This is an optimization exercise on Yosys and OpenROAD, whose aim is small area, not a production implementation. Where RTL was checked, it was by simulation tests only, not by an equivalence proof against the original. Function not checked in runs 2 and 3: the RTL went through the layout flow alone. The flow treats the clock pin as an ideal source, which a real chip does not have. No activity file was given, so power comes from the tool's default toggle rates.

==> design/flow/design.v <==
module mac_fa (x, y, z, s, c);
	input  x, y, z;
	output s, c;
	assign s = x ^ y ^ z;
	assign c = (x & y) | (x & z) | (y & z);
endmodule
module mac_ha (x, y, s, c);
	input  x, y;
	output s, c;
	assign s = x ^ y;
	assign c = x & y;
endmodule
module mac_nor2 (a, b, y);
	input  a, b;
	output y;
	assign y = ~(a | b);
endmodule
module mac_a21o (a, b, c, y);
	input  a, b, c;
	output y;
	assign y = (a & b) | c;
endmodule
module mac_a222oi (a, b, c, d, e, f, y);
	input  a, b, c, d, e, f;
	output y;
	assign y = ~((a & b) | (c & d) | (e & f));
endmodule
module mac_a31o (a, b, c, d, y);
	input  a, b, c, d;
	output y;
	assign y = (a & b & c) | d;
endmodule
module mac_a31oi (a, b, c, d, y);
	input  a, b, c, d;
	output y;
	assign y = ~((a & b & c) | d);
endmodule
module mac_and2 (a, b, y);
	input  a, b;
	output y;
	assign y = a & b;
endmodule
module mac_and3 (a, b, c, y);
	input  a, b, c;
	output y;
	assign y = a & b & c;
endmodule
module mac_inv (a, y);
	input  a;
	output y;
	assign y = ~a;
endmodule
module mac_nand2 (a, b, y);
	input  a, b;
	output y;
	assign y = ~(a & b);
endmodule
module mac_nand3 (a, b, c, y);
	input  a, b, c;
	output y;
	assign y = ~(a & b & c);
endmodule
module mac_or2 (a, b, y);
	input  a, b;
	output y;
	assign y = a | b;
endmodule
module mac_xor2 (a, b, y);
	input  a, b;
	output y;
	assign y = a ^ b;
endmodule
module top_mac_st (clk, rst, accu_rst, a, w, config_aw, z);
	parameter HEADROOM = 4;
	input                    clk;
	input                    rst;
	input                    accu_rst;
	input    [7:0]           a;         
	input    [7:0]           w;         
	input    [1:0]           config_aw;
	output   [15+HEADROOM:0] z;
	reg      [7:0]           a1, w1, a2, w2;
	reg                      rst1;      
	reg                      clr1;      
	reg      [1:0]           cfg;       
	reg      [19:0]          accn;      
	wire     [19:0]          accd;      
	wire c0 = cfg[0];
	wire c1 = cfg[1];
	wire m8, s8, s4, m2, nm2, clr1n;
	mac_inv  u_m8 (.a(c0), .y(m8));                
	assign s8 = m8;
	mac_nor2 u_s4 (.a(m8), .b(c1), .y(s4));        
	mac_and2 u_m2 (.a(c0), .b(c1), .y(m2));        
	assign s2 = m2;
	mac_inv  u_nm2 (.a(m2), .y(nm2));
	mac_inv  u_clr1n (.a(clr1), .y(clr1n));
	wire s2;
	wire pp_0_0_1;
	wire pp_0_1_2;
	wire pp_0_2_3;
	wire pp_0_3_4;
	wire pp_0_4_5;
	wire pp_0_5_6;
	wire pp_0_6_7;
	wire pp_0_7_8;
	wire pp_1_0_9;
	wire pp_1_1_10;
	wire pp_1_2_11;
	wire pp_1_3_12;
	wire pp_1_4_13;
	wire pp_1_5_14;
	wire pp_1_6_15;
	wire pp_1_7_16;
	wire pp_2_0_17;
	wire pp_2_1_18;
	wire pp_2_2_19;
	wire pp_2_3_20;
	wire pp_2_4_21;
	wire pp_2_5_22;
	wire px23;
	wire pp_2_6_24;
	wire pp_2_7_25;
	wire pp_3_0_26;
	wire pp_3_1_27;
	wire pp_3_2_28;
	wire pp_3_3_29;
	wire pp_3_4_30;
	wire pp_3_5_31;
	wire px32;
	wire pp_3_6_33;
	wire pp_3_7_34;
	wire pp_4_0_35;
	wire pp_4_1_36;
	wire pp_4_2_37;
	wire pp_4_3_38;
	wire px39;
	wire pp_4_4_40;
	wire pp_4_5_41;
	wire pp_4_6_42;
	wire pp_4_7_43;
	wire pp_5_0_44;
	wire pp_5_1_45;
	wire pp_5_2_46;
	wire pp_5_3_47;
	wire px48;
	wire pp_5_4_49;
	wire pp_5_5_50;
	wire pp_5_6_51;
	wire pp_5_7_52;
	wire pp_6_0_53;
	wire pp_6_1_54;
	wire px55;
	wire pp_6_2_56;
	wire pp_6_3_57;
	wire px58;
	wire pp_6_4_59;
	wire pp_6_5_60;
	wire pp_6_6_61;
	wire pp_6_7_62;
	wire pp_7_0_63;
	wire pp_7_1_64;
	wire px65;
	wire pp_7_2_66;
	wire pp_7_3_67;
	wire px68;
	wire pp_7_4_69;
	wire pp_7_5_70;
	wire pp_7_6_71;
	wire pp_7_7_72;
	wire hc73;
	wire hs74;
	wire fs75;
	wire fc76;
	wire hc77;
	wire hs78;
	wire fs79;
	wire fc80;
	wire fs81;
	wire fc82;
	wire hc83;
	wire hs84;
	wire fs85;
	wire fc86;
	wire fs87;
	wire fc88;
	wire fs89;
	wire fc90;
	wire hc91;
	wire hs92;
	wire fs93;
	wire fc94;
	wire fs95;
	wire fc96;
	wire fs97;
	wire fc98;
	wire fs99;
	wire fc100;
	wire hc101;
	wire hs102;
	wire fs103;
	wire fc104;
	wire fs105;
	wire fc106;
	wire fs107;
	wire fc108;
	wire fs109;
	wire fc110;
	wire fs111;
	wire fc112;
	wire hc113;
	wire hs114;
	wire fs115;
	wire fc116;
	wire fs117;
	wire fc118;
	wire fs119;
	wire fc120;
	wire fs121;
	wire fc122;
	wire fs123;
	wire fc124;
	wire fs125;
	wire fc126;
	wire hc127;
	wire hs128;
	wire fs129;
	wire fc130;
	wire fs131;
	wire fc132;
	wire fs133;
	wire fc134;
	wire fs135;
	wire fc136;
	wire fs137;
	wire fc138;
	wire fs139;
	wire fc140;
	wire fs141;
	wire fc142;
	wire fs143;
	wire fc144;
	wire fs145;
	wire fc146;
	wire fs147;
	wire fc148;
	wire fs149;
	wire fc150;
	wire fs151;
	wire fc152;
	wire fs153;
	wire fc154;
	wire fs155;
	wire fc156;
	wire fs157;
	wire fc158;
	wire hc159;
	wire hs160;
	wire fs161;
	wire fc162;
	wire fs163;
	wire fc164;
	wire fs165;
	wire fc166;
	wire fs167;
	wire fc168;
	wire fs169;
	wire fc170;
	wire fs171;
	wire fc172;
	wire fs173;
	wire fc174;
	wire fs175;
	wire fc176;
	wire fs177;
	wire fc178;
	wire fs179;
	wire fc180;
	wire fs181;
	wire fc182;
	wire fs183;
	wire fc184;
	wire fs185;
	wire fc186;
	wire fs187;
	wire fc188;
	wire fs189;
	wire fc190;
	wire fs191;
	wire fc192;
	wire fs193;
	wire fc194;
	wire fs195;
	wire fc196;
	wire fs197;
	wire fc198;
	wire fs199;
	wire fc200;
	wire fs201;
	wire fc202;
	wire fs203;
	wire fc204;
	wire fs205;
	wire fc206;
	wire fs207;
	wire fc208;
	wire fs209;
	wire fc210;
	wire fs211;
	wire fc212;
	wire fs213;
	wire fc214;
	wire fs215;
	wire fc216;
	wire ei217;
	wire fs218;
	wire fc219;
	wire fs220;
	wire fc221;
	wire ei222;
	wire fs223;
	wire fc224;
	wire xs225;
	wire xs226;
	mac_nand3 u_pp_0_0_1 (.a(a2[0]), .b(w2[0]), .c(m8), .y(pp_0_0_1));
	mac_nand3 u_pp_0_1_2 (.a(a2[0]), .b(w2[1]), .c(m8), .y(pp_0_1_2));
	mac_nand3 u_pp_0_2_3 (.a(a2[0]), .b(w2[2]), .c(m8), .y(pp_0_2_3));
	mac_nand3 u_pp_0_3_4 (.a(a2[0]), .b(w2[3]), .c(m8), .y(pp_0_3_4));
	mac_nand3 u_pp_0_4_5 (.a(a2[0]), .b(w2[4]), .c(nm2), .y(pp_0_4_5));
	mac_nand3 u_pp_0_5_6 (.a(a2[0]), .b(w2[5]), .c(nm2), .y(pp_0_5_6));
	mac_nand2 u_pp_0_6_7 (.a(a2[0]), .b(w2[6]), .y(pp_0_6_7));
	mac_and2 u_pp_0_7_8 (.a(a2[0]), .b(w2[7]), .y(pp_0_7_8));
	mac_nand3 u_pp_1_0_9 (.a(a2[1]), .b(w2[0]), .c(m8), .y(pp_1_0_9));
	mac_nand3 u_pp_1_1_10 (.a(a2[1]), .b(w2[1]), .c(m8), .y(pp_1_1_10));
	mac_nand3 u_pp_1_2_11 (.a(a2[1]), .b(w2[2]), .c(m8), .y(pp_1_2_11));
	mac_nand3 u_pp_1_3_12 (.a(a2[1]), .b(w2[3]), .c(m8), .y(pp_1_3_12));
	mac_nand3 u_pp_1_4_13 (.a(a2[1]), .b(w2[4]), .c(nm2), .y(pp_1_4_13));
	mac_nand3 u_pp_1_5_14 (.a(a2[1]), .b(w2[5]), .c(nm2), .y(pp_1_5_14));
	mac_nand2 u_pp_1_6_15 (.a(a2[1]), .b(w2[6]), .y(pp_1_6_15));
	mac_and2 u_pp_1_7_16 (.a(a2[1]), .b(w2[7]), .y(pp_1_7_16));
	mac_nand3 u_pp_2_0_17 (.a(a2[2]), .b(w2[0]), .c(m8), .y(pp_2_0_17));
	mac_nand3 u_pp_2_1_18 (.a(a2[2]), .b(w2[1]), .c(m8), .y(pp_2_1_18));
	mac_nand3 u_pp_2_2_19 (.a(a2[2]), .b(w2[2]), .c(m8), .y(pp_2_2_19));
	mac_nand3 u_pp_2_3_20 (.a(a2[2]), .b(w2[3]), .c(m8), .y(pp_2_3_20));
	mac_nand2 u_pp_2_4_21 (.a(a2[2]), .b(w2[4]), .y(pp_2_4_21));
	mac_nand2 u_px23 (.a(a2[2]), .b(w2[5]), .y(px23));
	mac_xor2 u_pp_2_5_22 (.a(px23), .b(m2), .y(pp_2_5_22));
	mac_a31oi u_pp_2_6_24 (.a(a2[2]), .b(w2[6]), .c(nm2), .d(m2), .y(pp_2_6_24));
	mac_and3 u_pp_2_7_25 (.a(a2[2]), .b(w2[7]), .c(nm2), .y(pp_2_7_25));
	mac_nand3 u_pp_3_0_26 (.a(a2[3]), .b(w2[0]), .c(m8), .y(pp_3_0_26));
	mac_nand3 u_pp_3_1_27 (.a(a2[3]), .b(w2[1]), .c(m8), .y(pp_3_1_27));
	mac_nand3 u_pp_3_2_28 (.a(a2[3]), .b(w2[2]), .c(m8), .y(pp_3_2_28));
	mac_nand3 u_pp_3_3_29 (.a(a2[3]), .b(w2[3]), .c(m8), .y(pp_3_3_29));
	mac_nand2 u_pp_3_4_30 (.a(a2[3]), .b(w2[4]), .y(pp_3_4_30));
	mac_nand2 u_px32 (.a(a2[3]), .b(w2[5]), .y(px32));
	mac_xor2 u_pp_3_5_31 (.a(px32), .b(m2), .y(pp_3_5_31));
	mac_nand3 u_pp_3_6_33 (.a(a2[3]), .b(w2[6]), .c(nm2), .y(pp_3_6_33));
	mac_and3 u_pp_3_7_34 (.a(a2[3]), .b(w2[7]), .c(nm2), .y(pp_3_7_34));
	mac_nand3 u_pp_4_0_35 (.a(a2[4]), .b(w2[0]), .c(nm2), .y(pp_4_0_35));
	mac_nand3 u_pp_4_1_36 (.a(a2[4]), .b(w2[1]), .c(nm2), .y(pp_4_1_36));
	mac_nand2 u_pp_4_2_37 (.a(a2[4]), .b(w2[2]), .y(pp_4_2_37));
	mac_nand2 u_px39 (.a(a2[4]), .b(w2[3]), .y(px39));
	mac_xor2 u_pp_4_3_38 (.a(px39), .b(c0), .y(pp_4_3_38));
	mac_a31oi u_pp_4_4_40 (.a(a2[4]), .b(w2[4]), .c(m8), .d(c0), .y(pp_4_4_40));
	mac_nand3 u_pp_4_5_41 (.a(a2[4]), .b(w2[5]), .c(m8), .y(pp_4_5_41));
	mac_a31oi u_pp_4_6_42 (.a(a2[4]), .b(w2[6]), .c(m8), .d(m2), .y(pp_4_6_42));
	mac_a21o u_pp_4_7_43 (.a(a2[4]), .b(w2[7]), .c(c0), .y(pp_4_7_43));
	mac_nand3 u_pp_5_0_44 (.a(a2[5]), .b(w2[0]), .c(nm2), .y(pp_5_0_44));
	mac_nand3 u_pp_5_1_45 (.a(a2[5]), .b(w2[1]), .c(nm2), .y(pp_5_1_45));
	mac_nand2 u_pp_5_2_46 (.a(a2[5]), .b(w2[2]), .y(pp_5_2_46));
	mac_nand2 u_px48 (.a(a2[5]), .b(w2[3]), .y(px48));
	mac_xor2 u_pp_5_3_47 (.a(px48), .b(c0), .y(pp_5_3_47));
	mac_nand3 u_pp_5_4_49 (.a(a2[5]), .b(w2[4]), .c(m8), .y(pp_5_4_49));
	mac_nand3 u_pp_5_5_50 (.a(a2[5]), .b(w2[5]), .c(m8), .y(pp_5_5_50));
	mac_nand3 u_pp_5_6_51 (.a(a2[5]), .b(w2[6]), .c(m8), .y(pp_5_6_51));
	mac_a31o u_pp_5_7_52 (.a(a2[5]), .b(w2[7]), .c(m8), .d(m2), .y(pp_5_7_52));
	mac_nand2 u_pp_6_0_53 (.a(a2[6]), .b(w2[0]), .y(pp_6_0_53));
	mac_nand2 u_px55 (.a(a2[6]), .b(w2[1]), .y(px55));
	mac_xor2 u_pp_6_1_54 (.a(px55), .b(m2), .y(pp_6_1_54));
	mac_nand3 u_pp_6_2_56 (.a(a2[6]), .b(w2[2]), .c(nm2), .y(pp_6_2_56));
	mac_nand3 u_px58 (.a(a2[6]), .b(w2[3]), .c(nm2), .y(px58));
	mac_xor2 u_pp_6_3_57 (.a(px58), .b(c0), .y(pp_6_3_57));
	mac_nand3 u_pp_6_4_59 (.a(a2[6]), .b(w2[4]), .c(m8), .y(pp_6_4_59));
	mac_nand3 u_pp_6_5_60 (.a(a2[6]), .b(w2[5]), .c(m8), .y(pp_6_5_60));
	mac_nand3 u_pp_6_6_61 (.a(a2[6]), .b(w2[6]), .c(m8), .y(pp_6_6_61));
	mac_and3 u_pp_6_7_62 (.a(a2[6]), .b(w2[7]), .c(m8), .y(pp_6_7_62));
	mac_nand2 u_pp_7_0_63 (.a(a2[7]), .b(w2[0]), .y(pp_7_0_63));
	mac_nand2 u_px65 (.a(a2[7]), .b(w2[1]), .y(px65));
	mac_xor2 u_pp_7_1_64 (.a(px65), .b(m2), .y(pp_7_1_64));
	mac_nand3 u_pp_7_2_66 (.a(a2[7]), .b(w2[2]), .c(nm2), .y(pp_7_2_66));
	mac_nand3 u_px68 (.a(a2[7]), .b(w2[3]), .c(nm2), .y(px68));
	mac_xor2 u_pp_7_3_67 (.a(px68), .b(c0), .y(pp_7_3_67));
	mac_a31oi u_pp_7_4_69 (.a(a2[7]), .b(w2[4]), .c(m8), .d(m2), .y(pp_7_4_69));
	mac_nand3 u_pp_7_5_70 (.a(a2[7]), .b(w2[5]), .c(m8), .y(pp_7_5_70));
	mac_nand3 u_pp_7_6_71 (.a(a2[7]), .b(w2[6]), .c(m8), .y(pp_7_6_71));
	mac_and3 u_pp_7_7_72 (.a(a2[7]), .b(w2[7]), .c(m8), .y(pp_7_7_72));
	mac_or2 u_hc73 (.a(accn[0]), .b(pp_0_0_1), .y(hc73));
	mac_xor2 u_hs74 (.a(accn[0]), .b(pp_0_0_1), .y(hs74));
	mac_fa u_fs75 (.x(accn[1]), .y(pp_0_1_2), .z(pp_1_0_9), .s(fs75), .c(fc76));
	mac_or2 u_hc77 (.a(hc73), .b(fs75), .y(hc77));
	mac_xor2 u_hs78 (.a(hc73), .b(fs75), .y(hs78));
	mac_fa u_fs79 (.x(accn[2]), .y(pp_0_2_3), .z(pp_1_1_10), .s(fs79), .c(fc80));
	mac_fa u_fs81 (.x(pp_2_0_17), .y(fc76), .z(fs79), .s(fs81), .c(fc82));
	mac_or2 u_hc83 (.a(hc77), .b(fs81), .y(hc83));
	mac_xor2 u_hs84 (.a(hc77), .b(fs81), .y(hs84));
	mac_fa u_fs85 (.x(accn[3]), .y(pp_0_3_4), .z(pp_1_2_11), .s(fs85), .c(fc86));
	mac_fa u_fs87 (.x(pp_2_1_18), .y(pp_3_0_26), .z(fc80), .s(fs87), .c(fc88));
	mac_fa u_fs89 (.x(fs85), .y(fc82), .z(fs87), .s(fs89), .c(fc90));
	mac_or2 u_hc91 (.a(hc83), .b(fs89), .y(hc91));
	mac_xor2 u_hs92 (.a(hc83), .b(fs89), .y(hs92));
	mac_fa u_fs93 (.x(accn[4]), .y(pp_0_4_5), .z(pp_1_3_12), .s(fs93), .c(fc94));
	mac_fa u_fs95 (.x(pp_2_2_19), .y(pp_3_1_27), .z(pp_4_0_35), .s(fs95), .c(fc96));
	mac_fa u_fs97 (.x(fc86), .y(fs93), .z(fs95), .s(fs97), .c(fc98));
	mac_fa u_fs99 (.x(fc88), .y(fs97), .z(fc90), .s(fs99), .c(fc100));
	mac_or2 u_hc101 (.a(hc91), .b(fs99), .y(hc101));
	mac_xor2 u_hs102 (.a(hc91), .b(fs99), .y(hs102));
	mac_fa u_fs103 (.x(accn[5]), .y(pp_0_5_6), .z(pp_1_4_13), .s(fs103), .c(fc104));
	mac_fa u_fs105 (.x(pp_2_3_20), .y(pp_3_2_28), .z(pp_4_1_36), .s(fs105), .c(fc106));
	mac_fa u_fs107 (.x(pp_5_0_44), .y(fc94), .z(fc96), .s(fs107), .c(fc108));
	mac_fa u_fs109 (.x(fs103), .y(fs105), .z(fc98), .s(fs109), .c(fc110));
	mac_fa u_fs111 (.x(fs107), .y(fs109), .z(fc100), .s(fs111), .c(fc112));
	mac_or2 u_hc113 (.a(hc101), .b(fs111), .y(hc113));
	mac_xor2 u_hs114 (.a(hc101), .b(fs111), .y(hs114));
	mac_fa u_fs115 (.x(accn[6]), .y(pp_0_6_7), .z(pp_1_5_14), .s(fs115), .c(fc116));
	mac_fa u_fs117 (.x(pp_2_4_21), .y(pp_3_3_29), .z(pp_4_2_37), .s(fs117), .c(fc118));
	mac_fa u_fs119 (.x(pp_5_1_45), .y(pp_6_0_53), .z(fc104), .s(fs119), .c(fc120));
	mac_fa u_fs121 (.x(fc106), .y(fs115), .z(fs117), .s(fs121), .c(fc122));
	mac_fa u_fs123 (.x(fc108), .y(fs119), .z(fs121), .s(fs123), .c(fc124));
	mac_fa u_fs125 (.x(fc110), .y(fs123), .z(fc112), .s(fs125), .c(fc126));
	mac_or2 u_hc127 (.a(hc113), .b(fs125), .y(hc127));
	mac_xor2 u_hs128 (.a(hc113), .b(fs125), .y(hs128));
	mac_fa u_fs129 (.x(c0), .y(accn[7]), .z(pp_0_7_8), .s(fs129), .c(fc130));
	mac_fa u_fs131 (.x(pp_1_6_15), .y(pp_2_5_22), .z(pp_3_4_30), .s(fs131), .c(fc132));
	mac_fa u_fs133 (.x(pp_4_3_38), .y(pp_5_2_46), .z(pp_6_1_54), .s(fs133), .c(fc134));
	mac_fa u_fs135 (.x(pp_7_0_63), .y(fc116), .z(fc118), .s(fs135), .c(fc136));
	mac_fa u_fs137 (.x(fs129), .y(fs131), .z(fs133), .s(fs137), .c(fc138));
	mac_fa u_fs139 (.x(fc120), .y(fc122), .z(fs135), .s(fs139), .c(fc140));
	mac_fa u_fs141 (.x(fs137), .y(fc124), .z(fs139), .s(fs141), .c(fc142));
	mac_fa u_fs143 (.x(fs141), .y(fc126), .z(hc127), .s(fs143), .c(fc144));
	mac_fa u_fs145 (.x(accn[8]), .y(pp_1_7_16), .z(pp_2_6_24), .s(fs145), .c(fc146));
	mac_fa u_fs147 (.x(pp_3_5_31), .y(pp_4_4_40), .z(pp_5_3_47), .s(fs147), .c(fc148));
	mac_fa u_fs149 (.x(pp_6_2_56), .y(pp_7_1_64), .z(fc130), .s(fs149), .c(fc150));
	mac_fa u_fs151 (.x(fc132), .y(fc134), .z(fs145), .s(fs151), .c(fc152));
	mac_fa u_fs153 (.x(fs147), .y(fc136), .z(fc138), .s(fs153), .c(fc154));
	mac_fa u_fs155 (.x(fs149), .y(fs151), .z(fc140), .s(fs155), .c(fc156));
	mac_fa u_fs157 (.x(fs153), .y(fc142), .z(fs155), .s(fs157), .c(fc158));
	mac_or2 u_hc159 (.a(fs157), .b(fc144), .y(hc159));
	mac_xor2 u_hs160 (.a(fs157), .b(fc144), .y(hs160));
	mac_fa u_fs161 (.x(accn[9]), .y(pp_2_7_25), .z(pp_3_6_33), .s(fs161), .c(fc162));
	mac_fa u_fs163 (.x(pp_4_5_41), .y(pp_5_4_49), .z(pp_6_3_57), .s(fs163), .c(fc164));
	mac_fa u_fs165 (.x(pp_7_2_66), .y(fc146), .z(fc148), .s(fs165), .c(fc166));
	mac_fa u_fs167 (.x(fs161), .y(fs163), .z(fc150), .s(fs167), .c(fc168));
	mac_fa u_fs169 (.x(fc152), .y(fs165), .z(fc154), .s(fs169), .c(fc170));
	mac_fa u_fs171 (.x(fs167), .y(fc156), .z(fs169), .s(fs171), .c(fc172));
	mac_fa u_fs173 (.x(fc158), .y(fs171), .z(hc159), .s(fs173), .c(fc174));
	mac_fa u_fs175 (.x(accn[10]), .y(pp_3_7_34), .z(pp_4_6_42), .s(fs175), .c(fc176));
	mac_fa u_fs177 (.x(pp_5_5_50), .y(pp_6_4_59), .z(pp_7_3_67), .s(fs177), .c(fc178));
	mac_fa u_fs179 (.x(fc162), .y(fc164), .z(fs175), .s(fs179), .c(fc180));
	mac_fa u_fs181 (.x(fs177), .y(fc166), .z(fs179), .s(fs181), .c(fc182));
	mac_fa u_fs183 (.x(fc168), .y(fs181), .z(fc170), .s(fs183), .c(fc184));
	mac_fa u_fs185 (.x(fc172), .y(fs183), .z(fc174), .s(fs185), .c(fc186));
	mac_fa u_fs187 (.x(accn[11]), .y(pp_4_7_43), .z(pp_5_6_51), .s(fs187), .c(fc188));
	mac_fa u_fs189 (.x(pp_6_5_60), .y(pp_7_4_69), .z(fc176), .s(fs189), .c(fc190));
	mac_fa u_fs191 (.x(fc178), .y(fs187), .z(fc180), .s(fs191), .c(fc192));
	mac_fa u_fs193 (.x(fs189), .y(fc182), .z(fs191), .s(fs193), .c(fc194));
	mac_fa u_fs195 (.x(fs193), .y(fc184), .z(fc186), .s(fs195), .c(fc196));
	mac_fa u_fs197 (.x(accn[12]), .y(pp_5_7_52), .z(pp_6_6_61), .s(fs197), .c(fc198));
	mac_fa u_fs199 (.x(pp_7_5_70), .y(fc188), .z(fs197), .s(fs199), .c(fc200));
	mac_fa u_fs201 (.x(fc190), .y(fs199), .z(fc192), .s(fs201), .c(fc202));
	mac_fa u_fs203 (.x(fc194), .y(fs201), .z(fc196), .s(fs203), .c(fc204));
	mac_fa u_fs205 (.x(accn[13]), .y(pp_6_7_62), .z(pp_7_6_71), .s(fs205), .c(fc206));
	mac_fa u_fs207 (.x(fc198), .y(fs205), .z(fc200), .s(fs207), .c(fc208));
	mac_fa u_fs209 (.x(fs207), .y(fc202), .z(fc204), .s(fs209), .c(fc210));
	mac_fa u_fs211 (.x(accn[14]), .y(pp_7_7_72), .z(fc206), .s(fs211), .c(fc212));
	mac_fa u_fs213 (.x(fs211), .y(fc208), .z(fc210), .s(fs213), .c(fc214));
	mac_fa u_fs215 (.x(accn[15]), .y(fc212), .z(fc214), .s(fs215), .c(fc216));
	mac_inv u_ei217 (.a(accn[16]), .y(ei217));
	mac_fa u_fs218 (.x(ei217), .y(fc216), .z(fs215), .s(fs218), .c(fc219));
	mac_fa u_fs220 (.x(accn[17]), .y(accn[16]), .z(fc219), .s(fs220), .c(fc221));
	mac_inv u_ei222 (.a(accn[18]), .y(ei222));
	mac_fa u_fs223 (.x(ei222), .y(fc221), .z(fs220), .s(fs223), .c(fc224));
	mac_xor2 u_xs225 (.a(accn[19]), .b(accn[18]), .y(xs225));
	mac_xor2 u_xs226 (.a(xs225), .b(fc224), .y(xs226));
	mac_nand2 u_accd_0 (.a(hs74), .b(clr1n), .y(accd[0]));
	mac_nand2 u_accd_1 (.a(hs78), .b(clr1n), .y(accd[1]));
	mac_nand2 u_accd_2 (.a(hs84), .b(clr1n), .y(accd[2]));
	mac_nand2 u_accd_3 (.a(hs92), .b(clr1n), .y(accd[3]));
	mac_nand2 u_accd_4 (.a(hs102), .b(clr1n), .y(accd[4]));
	mac_nand2 u_accd_5 (.a(hs114), .b(clr1n), .y(accd[5]));
	mac_nand2 u_accd_6 (.a(hs128), .b(clr1n), .y(accd[6]));
	mac_or2 u_accd_7 (.a(fs143), .b(clr1), .y(accd[7]));
	mac_nand2 u_accd_8 (.a(hs160), .b(clr1n), .y(accd[8]));
	mac_or2 u_accd_9 (.a(fs173), .b(clr1), .y(accd[9]));
	mac_or2 u_accd_10 (.a(fs185), .b(clr1), .y(accd[10]));
	mac_or2 u_accd_11 (.a(fs195), .b(clr1), .y(accd[11]));
	mac_or2 u_accd_12 (.a(fs203), .b(clr1), .y(accd[12]));
	mac_or2 u_accd_13 (.a(fs209), .b(clr1), .y(accd[13]));
	mac_or2 u_accd_14 (.a(fs213), .b(clr1), .y(accd[14]));
	mac_nand2 u_accd_15 (.a(fs215), .b(clr1n), .y(accd[15]));
	mac_or2 u_accd_16 (.a(fs218), .b(clr1), .y(accd[16]));
	mac_nand2 u_accd_17 (.a(fs220), .b(clr1n), .y(accd[17]));
	mac_or2 u_accd_18 (.a(fs223), .b(clr1), .y(accd[18]));
	mac_nand2 u_accd_19 (.a(xs226), .b(clr1n), .y(accd[19]));
	mac_a222oi u_z_0 (.a(accn[0]), .b(s8), .c(accn[4]), .d(s4), .e(accn[6]), .f(s2), .y(z[0]));
	mac_a222oi u_z_1 (.a(accn[1]), .b(s8), .c(accn[5]), .d(s4), .e(accn[7]), .f(s2), .y(z[1]));
	mac_a222oi u_z_2 (.a(accn[2]), .b(s8), .c(accn[6]), .d(s4), .e(accn[8]), .f(s2), .y(z[2]));
	mac_a222oi u_z_3 (.a(accn[3]), .b(s8), .c(accn[7]), .d(s4), .e(accn[9]), .f(s2), .y(z[3]));
	mac_a222oi u_z_4 (.a(accn[4]), .b(s8), .c(accn[8]), .d(s4), .e(accn[10]), .f(s2), .y(z[4]));
	mac_a222oi u_z_5 (.a(accn[5]), .b(s8), .c(accn[9]), .d(s4), .e(accn[11]), .f(s2), .y(z[5]));
	mac_a222oi u_z_6 (.a(accn[6]), .b(s8), .c(accn[10]), .d(s4), .e(accn[12]), .f(s2), .y(z[6]));
	mac_a222oi u_z_7 (.a(accn[7]), .b(s8), .c(accn[11]), .d(s4), .e(accn[13]), .f(s2), .y(z[7]));
	mac_a222oi u_z_8 (.a(accn[8]), .b(s8), .c(accn[12]), .d(s4), .e(accn[14]), .f(s2), .y(z[8]));
	mac_a222oi u_z_9 (.a(accn[9]), .b(s8), .c(accn[13]), .d(s4), .e(accn[15]), .f(s2), .y(z[9]));
	mac_a222oi u_z_10 (.a(accn[10]), .b(s8), .c(accn[14]), .d(s4), .e(accn[16]), .f(s2), .y(z[10]));
	mac_a222oi u_z_11 (.a(accn[11]), .b(s8), .c(accn[15]), .d(s4), .e(accn[17]), .f(s2), .y(z[11]));
	mac_a222oi u_z_12 (.a(accn[12]), .b(s8), .c(accn[16]), .d(s4), .e(accn[18]), .f(s2), .y(z[12]));
	mac_inv u_z_13 (.a(accn[13]), .y(z[13]));
	mac_inv u_z_14 (.a(accn[14]), .y(z[14]));
	mac_inv u_z_15 (.a(accn[15]), .y(z[15]));
	mac_inv u_z_16 (.a(accn[16]), .y(z[16]));
	mac_inv u_z_17 (.a(accn[17]), .y(z[17]));
	mac_inv u_z_18 (.a(accn[18]), .y(z[18]));
	mac_inv u_z_19 (.a(accn[19]), .y(z[19]));
	always_ff @(posedge clk) begin
		a1   <= a;
		w1   <= w;
		rst1 <= rst;
		clr1 <= rst | accu_rst | rst1;
		cfg  <= config_aw;
		a2   <= a1;
		w2   <= w1;
		accn <= accd;
	end
endmodule  
==> design/flow/flow/run.sh <==
#!/bin/bash
# Own layout flow: the standard ORFS flow (standard.sh, unchanged synthesis) with
# layout-only changes:
#  - buffers that synthesis inserted are removed at floorplan (REMOVE_ABC_BUFFERS);
#  - port buffers are the smallest buffer (buf_1) instead of clkdlybuf4s50_1;
#  - the clock tree is built by flow/pre_cts.tcl: a root buffer and three clkbuf_8 leaves;
#  - after global routing, cells off the critical paths are downsized (RECOVER_POWER).
set -euo pipefail
export REMOVE_ABC_BUFFERS=1
export BUFFER_PORTS_ARGS="-buffer_cell sky130_fd_sc_hd__buf_1"
export PRE_CTS_TCL="$PWD/flow/pre_cts.tcl"
export CTS_ARGS="-clk_nets clk -buf_list sky130_fd_sc_hd__clkbuf_8 -root_buf sky130_fd_sc_hd__clkbuf_8 -dont_use_dummy_load"
export RECOVER_POWER=100
bash standard.sh > standard.log 2>&1
==> design/flow/flow/pre_cts.tcl <==
set NLEAF 3
set block [ord::get_db_block]
set clknet [$block findNet clk]
set sinks {}
foreach it [$clknet getITerms] {
  set inst [$it getInst]
  set box [$inst getBBox]
  lappend sinks [list [expr { ([$box xMin] + [$box xMax]) / 2 }] [expr { ([$box yMin] + [$box yMax]) / 2 }] $it]
}
set n [llength $sinks]
puts "clock sinks: $n"
# split into groups: k-means on the sink positions, started from an x-sorted split
set sinks [lsort -integer -index 0 $sinks]
set cent {}
for {set g 0} {$g < $NLEAF} {incr g} {
  set lo [expr { $g * $n / $NLEAF }]
  set hi [expr { ($g + 1) * $n / $NLEAF - 1 }]
  set sx 0; set sy 0
  foreach s [lrange $sinks $lo $hi] { set sx [expr { $sx + [lindex $s 0] }]; set sy [expr { $sy + [lindex $s 1] }] }
  set m [expr { $hi - $lo + 1 }]
  lappend cent [list [expr { $sx / $m }] [expr { $sy / $m }]]
}
for {set iter 0} {$iter < 20} {incr iter} {
  set groups {}
  for {set g 0} {$g < $NLEAF} {incr g} { lappend groups {} }
  foreach s $sinks {
    set best 0; set bd -1
    for {set g 0} {$g < $NLEAF} {incr g} {
      set c [lindex $cent $g]
      set d [expr { abs([lindex $s 0] - [lindex $c 0]) + abs([lindex $s 1] - [lindex $c 1]) }]
      if { $bd < 0 || $d < $bd } { set bd $d; set best $g }
    }
    lset groups $best [concat [lindex $groups $best] [list $s]]
  }
  set cent {}
  foreach grp $groups {
    set sx 0; set sy 0
    foreach s $grp { set sx [expr { $sx + [lindex $s 0] }]; set sy [expr { $sy + [lindex $s 1] }] }
    set m [llength $grp]
    if { $m == 0 } { set m 1 }
    lappend cent [list [expr { $sx / $m }] [expr { $sy / $m }]]
  }
}
set leafm [$block getDataBase]
set db [ord::get_db]
set mleaf [$db findMaster sky130_fd_sc_hd__clkbuf_8]
set mroot [$db findMaster sky130_fd_sc_hd__clkbuf_2]
# root buffer at the centre of the leaf buffers
set rx 0; set ry 0
foreach c $cent { set rx [expr { $rx + [lindex $c 0] }]; set ry [expr { $ry + [lindex $c 1] }] }
set rx [expr { $rx / $NLEAF }]; set ry [expr { $ry / $NLEAF }]
set rootnet [odb::dbNet_create $block clknet_root]
$rootnet setSigType CLOCK
set root [odb::dbInst_create $block $mroot clkbuf_root]
$root setLocation [expr { int($rx) }] [expr { int($ry) }]
$root setPlacementStatus PLACED
[$root findITerm A] connect $clknet
[$root findITerm X] connect $rootnet
for {set g 0} {$g < $NLEAF} {incr g} {
  set c [lindex $cent $g]
  set net [odb::dbNet_create $block clknet_leaf_$g]
  $net setSigType CLOCK
  set buf [odb::dbInst_create $block $mleaf clkbuf_leaf_$g]
  $buf setLocation [expr { int([lindex $c 0]) }] [expr { int([lindex $c 1]) }]
  $buf setPlacementStatus PLACED
  [$buf findITerm A] connect $rootnet
  [$buf findITerm X] connect $net
  foreach s [lindex $groups $g] {
    set it [lindex $s 2]
    $it disconnect
    $it connect $net
  }
  puts "leaf $g: [llength [lindex $groups $g]] sinks at $c"
}
==> design/flow/standard.sh <==
#!/bin/bash
# synth_recipe.tcl (not shown) runs the flow's synth.tcl, then flattens the netlist and writes it again
# the make line also repeats each setting of config.mk as NAME=value (left out here)
make -C /OpenROAD-flow-scripts/flow DESIGN_CONFIG=/design/flow/config.mk WORK_HOME=/design/flow/orfs CLKGATE_MAP_FILE= SYNTH_SCRIPT=/design/flow/synth_recipe.tcl "${@:-finish}"
==> design/flow/config.mk <==
export PLATFORM = sky130hd
export DESIGN_NAME = top_mac_st
export DESIGN_NICKNAME = top_mac_st
export VERILOG_FILES = /design/flow/design.v
export SDC_FILE = /design/flow/constraint.sdc
export NUM_CORES = 4
export LEC_CHECK = 0
export CAP_MARGIN = 20
export CORE_MARGIN = 2
export CORE_UTILIZATION = 40
export SLEW_MARGIN = 20
export SYNTH_HIERARCHICAL = 1
==> design/flow/constraint.sdc <==
create_clock -name core_clock -period 10.0 [get_ports {clk}]
set_input_delay 2.0000 -clock core_clock [delete_from_list [all_inputs] [get_ports {clk}]]
set_output_delay 2.0000 -clock core_clock [all_outputs]
set_load 0.01 [all_outputs]
==> results of run 1 <==
how the worst max path moves through the flow:
stage           start       end  slack, ps  cells after the start
6_report       cfg[0]  accn[18]        560                     22
3_5_place_dp   cfg[0]  accn[18]        530                     22
4_1_cts        cfg[0]  accn[18]        500                     22
3_3_place_gp   cfg[0]  accn[18]        700                     22
2_1_floorplan  cfg[0]  accn[18]        390                     22
5_1_grt        cfg[0]  accn[18]         10                     22
Yosys cell counts:
library cell | n | area share, %
fa_1 | 67 | 41
dfxtp_1 | 56 | 34
nand3_1 | 38 | 5.8
nand2_1 | 25 | 2.9
xor2_1 | 18 | 4.8
or2_1 | 17 | 3.2
a222oi_1 | 13 | 4.0
inv_1 | 12 | 1.4
a31oi_1 | 4 | 0.76
and3_1 | 4 | 0.76
and2_1 | 3 | 0.57
a21o_1 | 1 | 0.23
a31o_1 | 1 | 0.27
nor2_1 | 1 | 0.11
or3_1 | 1 | 0.19
power by group:
part           internal, uW  switching [uW]
clock network          29.7            63.7
registers               249            36.1
logic                   222             235
registers in the layout (all words and copies together) (netlist names):
| register | cells |
|---|---|
| w2 | 8 |
| a2 | 8 |
| rst1 | 1 |
| a1 | 8 |
| w1 | 8 |
| cfg | 2 |
| accn | 20 |
| clr1 | 1 |
critical path, stage by stage, from the launching register on:
cell and delay (ps):
dfxtp_1 600, inv_1 240, nand3_1 160, fa_1 440, fa_1 440, fa_1 450
fa_1 420, fa_1 420, fa_1 500, or2_1 270, fa_1 420, or2_1 260
fa_1 420, fa_1 440, fa_1 430, fa_1 430, fa_1 440, fa_1 430
fa_1 510, fa_1 430, fa_1 560, fa_1 410, or2_1 200
metal layers:
metal	share of wire, %	GRT usage [%]	vias to the layer above
met5	0	0	-
li1	-	-	970
met4	2.0	2.90	0
met3	7.4	2.23	14
met1	38	22.5	1113
met2	53	31.6	79
per-module statistics from Yosys (local to each module, per instance):
module,times used,cells inside,cell area [sq um],flip-flops and latches
mac_fa,67,1,20.0,0
mac_or2,17,1,6.26,0
mac_inv,12,1,3.75,0
mac_a21o,1,1,7.51,0
mac_a222oi,13,1,10.0,0
mac_a31o,1,1,8.76,0
mac_and3,4,1,6.26,0
mac_nand3,38,1,5.00,0
mac_nand2,25,1,3.75,0
mac_nor2,1,1,3.75,0
top_mac_st,1,57,1130,56
mac_a31oi,4,1,6.26,0
mac_xor2,18,1,8.76,0
mac_and2,3,1,6.26,0
metrics by stage:
step                      hold WS [ps]  power (uW)
final                              334         836
after global routing               349         950
after CTS                          312         831
after detailed placement           312         760
after global placement             310         744
after floorplan                    310         642
layout by cell type (no fill, tap or decap), drive strengths merged, types with 3 or more instances in the layout:
cell type,instances
and3,4
and2,3
nand3,38
a222oi,13
a31oi,4
buf,42
inv,12
or2,17
clkbuf,4
dfxtp,56
fa,67
nand2,25
xor2,18
layout make-up:
cell class,count,share of cell area [%]
Buffer,4,1.28
Inverter,12,1.24
Multi-Input combinational cell,193,58.4
Sequential cell,56,30.9
Tap cell,105,3.63
Timing Repair Buffer,42,4.56
kinds of logic after synthesis:
logic type | count (synthesis) | synth area share [%]
simple gates | 89 | 13.5
buf+inv | 12 | 1.37
fa+ha+maj | 67 | 40.9
compound gates | 19 | 5.22
xor+xnor | 18 | 4.81
flops | 56 | 34.2
==> impl_metrics.toml, run 1 <==
[outcome]
status = "no timing/DRC/antenna violations"

[detailed_routing]
avgRoutedWirePerCell_um = 16.6
ant_nets = 0
wl_mm = 6.83
post-route-drc-count = 0
vias = 2176
drt_iter0_drc = 201
viasPerCell = 5.28
drt-pass1-iter-count = 7

[floorplan]
start_util_pct = 40.5
die_w_um = 94.6
dieHeight_um = 94.6
std_cell_rows = 33
io_pins = 41
core-area_sq_um = 8090
die_area_sq_um = 8940

[sta]
fmax_mhz = 106
finalCritPeriodShare_pct = 94.4
period_needed_ps = 9440
skew_ps = 21.7
tns_ps = 0
finalHoldViolCount = 0
rsz0062_at_grt = "no"
slew_headroom_pct = 35.7
setup_viol_count_final = 0
slew_viol_final = 0
worst_slack_ps = 565
tightestPinTransition_ps = 960

[layout]
seq_area_sq_um = 1120
layout.nets = 397
postLayoutCellArea_sq_um = 3620
final_core_util_pct = 44.8
antenna_cells = 0
fill_cells = 817
finalNonFillerCells = 412
drive_above_1_share_pct = 1.95
syn_to_final_growth_pct = 10.5
multi_input_area_sq_um = 2110

[cts]
cts_resized = 0
hold_buffers = 0
post-cts-setup-buffers = 0
cts.clk_slew.worst_paths_ps = 120
clk_latency_ps = 430

[worst_hold_path]
whs_endpoint = "a2[1]"
hp-class = "flip-flop to flip-flop"
hold_depth = 0
hp-start = "a1[1]"

[critical_path]
worstSetupStartpointType = "flip-flop"
rr_worst_depth = 22
ff2ff_setup_slack_ps = 560
crit_type = "flip-flop to flip-flop"
crit_fanout = 9
cp.required_ps = 10320
reg2reg_to = "accn[18]"
crit_arrival_ps = 9760
r2r_start = "cfg[0]"
critPathCaptureType = "flip-flop"

[synth]
synthDistinctLibCells = 15
synth_area_per_cell_sq_um = 12.6
ys.warnings.count = 7
yosysSeqAreaShare_pct = 34.2
ys_ff_latch = 56
syn_inst = 261
syn_area_sq_um = 3280

[run]
drv_cap = 0

[pwr]
ir_worst_vdd_mv = 0.182
power_density_nw_per_um2 = 231
p_leak_uw = 0.00125

[placement]
dp_slack_ps = 527
port_buffers = 40
dp.cells = 408
dp_hpwl_mm = 5.22
dpl-instance-area_sq_um = 3580
gp_congestion = 0.910

[global_route]
grt_max_degree = 39
antenna_found_initial = 0
grt_pass1_wl_mm = 12.1
grtUsageTotal_pct = 17.3
grt_overflow = 0
first_global_vias = 2506
==> run 2: changes to the inputs <==
--- a/design/flow/design.v
+++ b/design/flow/design.v
@@ -310,18 +310,23 @@
 	wire fc212;
 	wire fs213;
 	wire fc214;
-	wire fs215;
-	wire fc216;
-	wire ei217;
-	wire fs218;
-	wire fc219;
-	wire fs220;
-	wire fc221;
-	wire ei222;
-	wire fs223;
-	wire fc224;
-	wire xs225;
-	wire xs226;
+	wire hs215;
+	wire hc216;
+	wire hc217;
+	wire hs218;
+	wire hs219;
+	wire hc220;
+	wire hc221;
+	wire hs222;
+	wire hs223;
+	wire hc224;
+	wire hc225;
+	wire hs226;
+	wire ei227;
+	wire fs228;
+	wire fc229;
+	wire xs230;
+	wire xs231;
 	mac_nand3 u_pp_0_0_1 (.a(a2[0]), .b(w2[0]), .c(m8), .y(pp_0_0_1));
 	mac_nand3 u_pp_0_1_2 (.a(a2[0]), .b(w2[1]), .c(m8), .y(pp_0_1_2));
 	mac_nand3 u_pp_0_2_3 (.a(a2[0]), .b(w2[2]), .c(m8), .y(pp_0_2_3));
@@ -473,14 +478,19 @@
 	mac_fa u_fs209 (.x(fs207), .y(fc202), .z(fc204), .s(fs209), .c(fc210));
 	mac_fa u_fs211 (.x(accn[14]), .y(pp_7_7_72), .z(fc206), .s(fs211), .c(fc212));
 	mac_fa u_fs213 (.x(fs211), .y(fc208), .z(fc210), .s(fs213), .c(fc214));
-	mac_fa u_fs215 (.x(accn[15]), .y(fc212), .z(fc214), .s(fs215), .c(fc216));
-	mac_inv u_ei217 (.a(accn[16]), .y(ei217));
-	mac_fa u_fs218 (.x(ei217), .y(fc216), .z(fs215), .s(fs218), .c(fc219));
-	mac_fa u_fs220 (.x(accn[17]), .y(accn[16]), .z(fc219), .s(fs220), .c(fc221));
-	mac_inv u_ei222 (.a(accn[18]), .y(ei222));
-	mac_fa u_fs223 (.x(ei222), .y(fc221), .z(fs220), .s(fs223), .c(fc224));
-	mac_xor2 u_xs225 (.a(accn[19]), .b(accn[18]), .y(xs225));
-	mac_xor2 u_xs226 (.a(xs225), .b(fc224), .y(xs226));
+	mac_ha u_hs215 (.x(accn[15]), .y(fc212), .s(hs215), .c(hc216));
+	mac_or2 u_hc217 (.a(hs215), .b(fc214), .y(hc217));
+	mac_xor2 u_hs218 (.a(hs215), .b(fc214), .y(hs218));
+	mac_ha u_hs219 (.x(accn[16]), .y(hc216), .s(hs219), .c(hc220));
+	mac_or2 u_hc221 (.a(hs219), .b(hc217), .y(hc221));
+	mac_xor2 u_hs222 (.a(hs219), .b(hc217), .y(hs222));
+	mac_ha u_hs223 (.x(accn[17]), .y(hc220), .s(hs223), .c(hc224));
+	mac_or2 u_hc225 (.a(hs223), .b(hc221), .y(hc225));
+	mac_xor2 u_hs226 (.a(hs223), .b(hc221), .y(hs226));
+	mac_inv u_ei227 (.a(accn[18]), .y(ei227));
+	mac_fa u_fs228 (.x(ei227), .y(hc224), .z(hc225), .s(fs228), .c(fc229));
+	mac_xor2 u_xs230 (.a(accn[19]), .b(accn[18]), .y(xs230));
+	mac_xor2 u_xs231 (.a(xs230), .b(fc229), .y(xs231));
 	mac_nand2 u_accd_0 (.a(hs74), .b(clr1n), .y(accd[0]));
 	mac_nand2 u_accd_1 (.a(hs78), .b(clr1n), .y(accd[1]));
 	mac_nand2 u_accd_2 (.a(hs84), .b(clr1n), .y(accd[2]));
@@ -496,11 +506,11 @@
 	mac_or2 u_accd_12 (.a(fs203), .b(clr1), .y(accd[12]));
 	mac_or2 u_accd_13 (.a(fs209), .b(clr1), .y(accd[13]));
 	mac_or2 u_accd_14 (.a(fs213), .b(clr1), .y(accd[14]));
-	mac_nand2 u_accd_15 (.a(fs215), .b(clr1n), .y(accd[15]));
-	mac_or2 u_accd_16 (.a(fs218), .b(clr1), .y(accd[16]));
-	mac_nand2 u_accd_17 (.a(fs220), .b(clr1n), .y(accd[17]));
-	mac_or2 u_accd_18 (.a(fs223), .b(clr1), .y(accd[18]));
-	mac_nand2 u_accd_19 (.a(xs226), .b(clr1n), .y(accd[19]));
+	mac_nand2 u_accd_15 (.a(hs218), .b(clr1n), .y(accd[15]));
+	mac_nand2 u_accd_16 (.a(hs222), .b(clr1n), .y(accd[16]));
+	mac_nand2 u_accd_17 (.a(hs226), .b(clr1n), .y(accd[17]));
+	mac_or2 u_accd_18 (.a(fs228), .b(clr1), .y(accd[18]));
+	mac_nand2 u_accd_19 (.a(xs231), .b(clr1n), .y(accd[19]));
 	mac_a222oi u_z_0 (.a(accn[0]), .b(s8), .c(accn[4]), .d(s4), .e(accn[6]), .f(s2), .y(z[0]));
 	mac_a222oi u_z_1 (.a(accn[1]), .b(s8), .c(accn[5]), .d(s4), .e(accn[7]), .f(s2), .y(z[1]));
 	mac_a222oi u_z_2 (.a(accn[2]), .b(s8), .c(accn[6]), .d(s4), .e(accn[8]), .f(s2), .y(z[2]));
==> run 2 against run 1 <==
Effect of this change:
- area after synthesis is 0.50% higher
- critical path depth unchanged
- fmax is 8.7% higher
- still clean on timing, DRC and antenna
- highest routed layer unchanged
- cell area grew 0.45%
- via count rose by 1.0%
==> impl_metrics.toml, run 2 <==
[pwr]
p_leak_uw = 0.00126
ir_worst_vdd_mv = 0.159
power_density_nw_per_um2 = 223
p_total_uw = 811

[cts]
cts.clk_slew.worst_paths_ps = 120
hold_buffers = 0
post-cts-setup-buffers = 0
clk_latency_ps = 420
cts_resized = 0

[outcome]
status = "no timing/DRC/antenna violations"

[layout]
fill_cells = 806
layout.nets = 402
multi_input_area_sq_um = 2130
seq_area_sq_um = 1120
top_register = "accn"
mostFrequentLayoutCells = "fa_1 (64), dfxtp_1 (56), buf_1 (40)"
antenna_cells = 0
syn_to_final_growth_pct = 10.4
final_core_util_pct = 45.0
drive_above_1_share_pct = 1.92
largest_reg_flops = 20
final_common_cell = "fa_1"

[floorplan]
io_pins = 41
die_area_sq_um = 8980
std_cell_rows = 33
die_w_um = 94.8
dieHeight_um = 94.8
core-area_sq_um = 8090
start_util_pct = 40.7

[worst_hold_path]
hp-start = "w1[2]"
hp-class = "flip-flop to flip-flop"
whs_endpoint = "w2[2]"
hold_depth = 0

[synth]
syn_inst = 266
synth_largest_area_cell = "fa_1"
ys_ff_latch = 56
synth_edf_count = 0
syn_area_sq_um = 3300
synthDistinctLibCells = 16
ys.warnings.count = 7
synth_area_per_cell_sq_um = 12.4
post-synth-top-count-cell = "fa_1"
async_flop_share_pct = 0
yosys-top-cells-count = "fa_1 (64), dfxtp_1 (56), nand3_1 (38)"
synth_flop_cell = "dfxtp_1"
synthTopCellsByArea = "fa_1 (39%), dfxtp_1 (34%), nand3_1 (5.8%), xor2_1 (5.6%), a222oi_1 (3.9%)"
netlist.area_leader.share_pct = 38.9
yosysSeqAreaShare_pct = 34.0

[detailed_routing]
post-route-drc-count = 0
drt_iter0_drc = 205
vias = 2198
avgRoutedWirePerCell_um = 16.9
drt-pass1-iter-count = 8
viasPerCell = 5.27
wl_mm = 7.06
ant_nets = 0

[placement]
dp_slack_ps = 1340
gp_congestion = 0.863
dp_hpwl_mm = 5.40
port_buffers = 40

[critical_path]
r2r_start = "cfg[0]"
cp.required_ps = 10320
worstSetupStartpointType = "flip-flop"
cp_common_cell = "fa_1"
crit_chain = "and2_0 -> inv_1 -> nand3_1 -> fa_1 -> fa_1 -> fa_1 -> fa_1 -> fa_1 -> or2_0 -> fa_1 -> or2_0 -> fa_1 -> fa_1 -> fa_1 -> fa_1 -> fa_1 -> fa_1 -> or2_0 -> or2_0 -> or2_0 -> fa_1 -> or2_1"
crit_fanout = 16
critPathCaptureType = "flip-flop"
crit_type = "flip-flop to flip-flop"
critical_path.max_stage_delay_ps = 540
reg2reg_to = "accn[18]"
crit_arrival_ps = 8990
path_delay_family = "adder cells"
path_buf_inv = 1
cp_slowest_cell = "fa_1"
ff2ff_setup_slack_ps = 1320
rr_worst_depth = 22

[sta]
setup_viol_count_final = 0
worst_slack_ps = 1320
tightestPinTransition_ps = 893
rsz0062_at_grt = "no"
slew_viol_final = 0
period_needed_ps = 8680
finalCritPeriodShare_pct = 86.8
tns_ps = 0
finalHoldViolCount = 0
hold_ws_ps = 339
fmax_mhz = 115
skew_ps = 14.7
slew_headroom_pct = 40.3

[global_route]
grt_pass1_wl_mm = 12.0
grt_overflow = 0
grt_max_degree = 42
grtUsageTotal_pct = 17.3
first_global_vias = 2400
antenna_found_initial = 0

[run]
drv_cap = 0
[run 2: cell count changes after synthesis, sizes merged]
| cell | before | now |
|---|---|---|
| nand2 | 25 | 26 |
| ha | 0 | 3 |
| xor2 | 18 | 21 |
| or2 | 17 | 19 |
| fa | 67 | 64 |
| inv | 12 | 11 |
[run 2: report_power, final]
group	internal, uW	leakage (uW)	total (uW)	switching, uW
clock network	29.8	0.0000257	95.0	65.2
registers	248	0.000467	284	35.3
logic	210	0.000767	433	223
[run 2: layer usage]
metal | vias to the layer above | wire [um] | GRT usage [%]
li1 | 993 | - | -
met1 | 1116 | 2870 | 23.0
met2 | 77 | 3540 | 30.2
met3 | 12 | 472 | 2.55
met4 | 0 | 166 | 3.38
met5 | - | 0 | 0
[run 2: worst max-delay path by stage]
stage	startpoint	to	slack (ps)	cells after the start
floorplan	cfg[0]	accn[18]	1100	22
global placement	cfg[0]	accn[19]	1420	23
detailed placement	cfg[0]	accn[18]	1340	22
CTS	cfg[0]	accn[18]	1340	22
global route	cfg[0]	accn[18]	810	22
finish	cfg[0]	accn[18]	1320	22
[run 2: cells by family after synthesis]
group | share of synthesized area, %
AO/OA/AOI/OAI | 5.20
XOR/XNOR | 5.58
adder cells (fa/ha/maj) | 40.0
buffers and inverters | 1.25
flip-flops | 34.0
AND/OR/NAND/NOR | 14.0
[run 2: cell type report]
type                            count  area share, %
Sequential cell                    56           30.8
Multi-Input combinational cell    199           58.6
Buffer                              4           1.27
Tap cell                          105           3.61
Inverter                           11           1.13
Timing Repair Buffer               42           4.54
[run 2: modules after synthesis (local to each module, per instance)]
module | cell area [sq um] | flops+latches | cells
mac_a222oi | 10.0 | 0 | 1
mac_inv | 3.75 | 0 | 1
mac_nand3 | 5.00 | 0 | 1
mac_nor2 | 3.75 | 0 | 1
top_mac_st | 1130 | 56 | 57
mac_fa | 20.0 | 0 | 1
mac_and2 | 6.26 | 0 | 1
mac_ha | 12.5 | 0 | 1
mac_nand2 | 3.75 | 0 | 1
mac_a31o | 8.76 | 0 | 1
mac_a31oi | 6.26 | 0 | 1
mac_and3 | 6.26 | 0 | 1
mac_or2 | 6.26 | 0 | 1
mac_a21o | 7.51 | 0 | 1
mac_xor2 | 8.76 | 0 | 1
[run 2: through the flow]
stage,cells,area (sq um)
finish,417,3640
global route,417,3640
CTS,417,3640
detailed placement,413,3590
global placement,413,3590
floorplan,266,3300
==> run 3: changes to the inputs <==
--- a/design/flow/design.v
+++ b/design/flow/design.v
@@ -82,11 +82,11 @@
 	reg      [7:0]           a1, w1, a2, w2;
 	reg                      rst1;      
 	reg                      clr1;      
-	reg      [1:0]           cfg;       
+	reg      [0:0]           cfg;       
 	reg      [19:0]          accn;      
 	wire     [19:0]          accd;      
 	wire c0 = cfg[0];
-	wire c1 = cfg[1];
+	wire c1 = config_aw[1];    
 	wire m8, s8, s4, m2, nm2, clr1n;
 	mac_inv  u_m8 (.a(c0), .y(m8));                
 	assign s8 = m8;
@@ -536,7 +536,7 @@
 		w1   <= w;
 		rst1 <= rst;
 		clr1 <= rst | accu_rst | rst1;
-		cfg  <= config_aw;
+		cfg  <= config_aw[0];
 		a2   <= a1;
 		w2   <= w1;
 		accn <= accd;
==> run 3 against run 2 <==
Effect of this change:
- via count decreased by 0.36%
- critical path type is now input pin to flip-flop
- critical path depth increased by 1
- cell area decreased by 0.34%
- combinational power increased by about 10%
- flip-flop and latch count decreased by 1
- power increased by 5.3%
- utilization decreased by 0.15 points
- clock power decreased by 3.3%
- cell count unchanged
- area after synthesis decreased by 0.61%
- global-route usage decreased by 0.099 points
- highest routed layer unchanged
==> impl_metrics.toml, run 3 <==
[sta]
period_needed_ps = 9540
hold_ws_ps = 333
tns_ps = 0
skew_ps = 23.0
fmax_mhz = 105
rsz0062_at_grt = "no"
finalHoldViolCount = 0
tightestPinTransition_ps = 883
slew_headroom_pct = 40.9
slew_viol_final = 0
setup_viol_count_final = 0
finalCritPeriodShare_pct = 95.4

[layout]
top_register = "accn"
multi_input_area_sq_um = 2130
finalNonFillerCells = 417
largest_reg_flops = 20
syn_to_final_growth_pct = 10.7
final_core_util_pct = 44.8
antenna_cells = 0
fill_cells = 808
postLayoutCellArea_sq_um = 3630
drive_above_1_share_pct = 2.24
seq_area_sq_um = 1100
layout.nets = 402
mostFrequentLayoutCells = "fa_1 (64), dfxtp_1 (55), buf_1 (40)"
final_common_cell = "fa_1"

[global_route]
grtUsageTotal_pct = 17.2
grt_pass1_wl_mm = 12.0
antenna_found_initial = 0
first_global_vias = 2416
grt_overflow = 0
grt_max_degree = 38

[floorplan]
die_area_sq_um = 8930
core-area_sq_um = 8090
start_util_pct = 40.5
std_cell_rows = 33
die_w_um = 94.5
io_pins = 41
dieHeight_um = 94.5

[critical_path]
crit_arrival_ps = 9850
crit_fanout = 3
worstSetupStartpointType = "input pin"
crit_type = "input pin to flip-flop"
critPathCaptureType = "flip-flop"
cp.required_ps = 10310

[detailed_routing]
ant_nets = 0
wl_mm = 7.02
drt-pass1-iter-count = 8
drt_iter0_drc = 175
vias = 2190
post-route-drc-count = 0
avgRoutedWirePerCell_um = 16.8
viasPerCell = 5.25

[synth]
yosys-top-cells-count = "fa_1 (64), dfxtp_1 (55), nand3_1 (38)"
syn_area_sq_um = 3280
syn_inst = 265
synth_largest_area_cell = "fa_1"
synth_edf_count = 0
synthTopCellsByArea = "fa_1 (39%), dfxtp_1 (34%), nand3_1 (5.8%), xor2_1 (5.6%), a222oi_1 (4.0%)"
synth_flop_cell = "dfxtp_1"
async_flop_share_pct = 0
synthDistinctLibCells = 16
ys.warnings.count = 7
post-synth-top-count-cell = "fa_1"
ys_ff_latch = 55
netlist.area_leader.share_pct = 39.1
synth_area_per_cell_sq_um = 12.4
yosysSeqAreaShare_pct = 33.6

[cts]
clk_latency_ps = 420
cts_resized = 0
post-cts-setup-buffers = 0
cts.clk_slew.worst_paths_ps = 100
hold_buffers = 0

[placement]
gp_congestion = 0.825
dp_hpwl_mm = 5.46
dp.cells = 413
dpl-instance-area_sq_um = 3580
port_buffers = 40

[run]
drv_cap = 0

[worst_hold_path]
hp-class = "flip-flop to flip-flop"

[outcome]
status = "no timing/DRC/antenna violations"

[pwr]
p_leak_uw = 0.00126
ir_worst_vdd_mv = 0.140
power_density_nw_per_um2 = 236
[run 3: path summary, 6_finish.rpt]
check	slack (ps)	end	startpoint	cells after the start
setup / recovery	460	accn[18]	config_aw[1]	23
hold / removal	330	w2[2]	w1[2]	0
setup reg to reg	1200	accn[18]	cfg	22
hold reg to reg	330	w2[2]	w1[2]	0
[run 3: power breakdown]
group | total [uW] | switching (uW) | internal (uW)
clock | 91.9 | 62.2 | 29.7
sequential | 285 | 39.2 | 246
combinational | 477 | 245 | 233
total | 855 | 346 | 509
[run 3: per-layer routing]
layer	part of all wire, %	global-route usage, %	vias to the layer above
met5	0	0	-
met4	1.3	3.02	0
met3	3.6	1.76	8
met2	53	31.2	45
met1	42	22.5	1148
li1	-	-	989
[run 3: cells by family (layout without fill, tap and decap cells)]
family,Yosys count,count (layout),synth area share [%]
simple gates,92,92,14.1
fa+ha+maj,67,67,40.2
flops,55,55,33.6
xor+xnor,21,21,5.61
compound gates,19,19,5.23
buf+inv,11,58,1.26
[run 3: cell type report]
type	instances	area share (%)
multi-input combinational	199	58.8
sequential	55	30.4
timing repair buffer	43	4.76
tap	105	3.62
buffer	4	1.28
inverter	11	1.14
[run 3: stage by stage]
step           setup slack [ps]  total power (uW)
6_report                    460               855
5_1_grt                    84.1               961
4_1_cts                    16.1               851
3_5_place_dp               20.6               782
3_3_place_gp                128               770
2_1_floorplan              -206               660
[run 3: modules after synthesis, one instance, submodules excluded, a selection]
module      cell area [sq um]  flops+latches
mac_and2                 6.26              0
mac_a31oi                6.26              0
mac_nor2                 3.75              0
mac_and3                 6.26              0
mac_fa                   20.0              0
mac_inv                  3.75              0
mac_ha                   12.5              0
mac_a31o                 8.76              0
mac_or2                  6.26              0
mac_a222oi               10.0              0
top_mac_st               1110             55
mac_nand2                3.75              0
[run 3: worst max-delay path, cell delays in order]
cell and delay (ps):
buf_1 110, and2_0 160, inv_1 100, nand3_1 110, fa_1 530, fa_1 450, fa_1 500, fa_1 450
fa_1 500, or2_0 260, fa_1 430, or2_0 260, fa_1 420, fa_1 420, fa_1 420, fa_1 430
fa_1 430, fa_1 430, or2_0 270, or2_0 260, or2_0 260, fa_1 450, or2_1 210

-- what the ideal ports hide --
In the flow no input, the clock included, has a driving cell. The finished layouts below were timed again as built, in two steps. Step 1 assumes that a clkbuf_16 drives the clock port and a buf_2 every other input. Step 2 times the ports against the registers' clock, not the clock port: input delays grow and output delays shrink by t, the midpoint of the rising clock arrivals with the driver on. Slacks: no drivers / after step 1 / after step 2; pairs: no drivers / after step 1.
run | shift t [ns] | setup WS [ns] | slew at the worst register clock pin (ns) | pins driven straight from the clock port
run 1 | 0.450 | 0.565 / 0.565 / 0.565 | 0.12 / 0.12 | 1
run 2 | 0.447 | 1.323 / 1.323 / 1.323 | 0.12 / 0.12 | 1
run 3 | 0.430 | 0.460 / 0.465 / 0.035 | 0.12 / 0.12 | 1
After both steps every run listed still meets setup and hold. The setup slack of run 3, which loses most, moves by +0.005 ns with the drivers and by -0.425 ns with both steps.
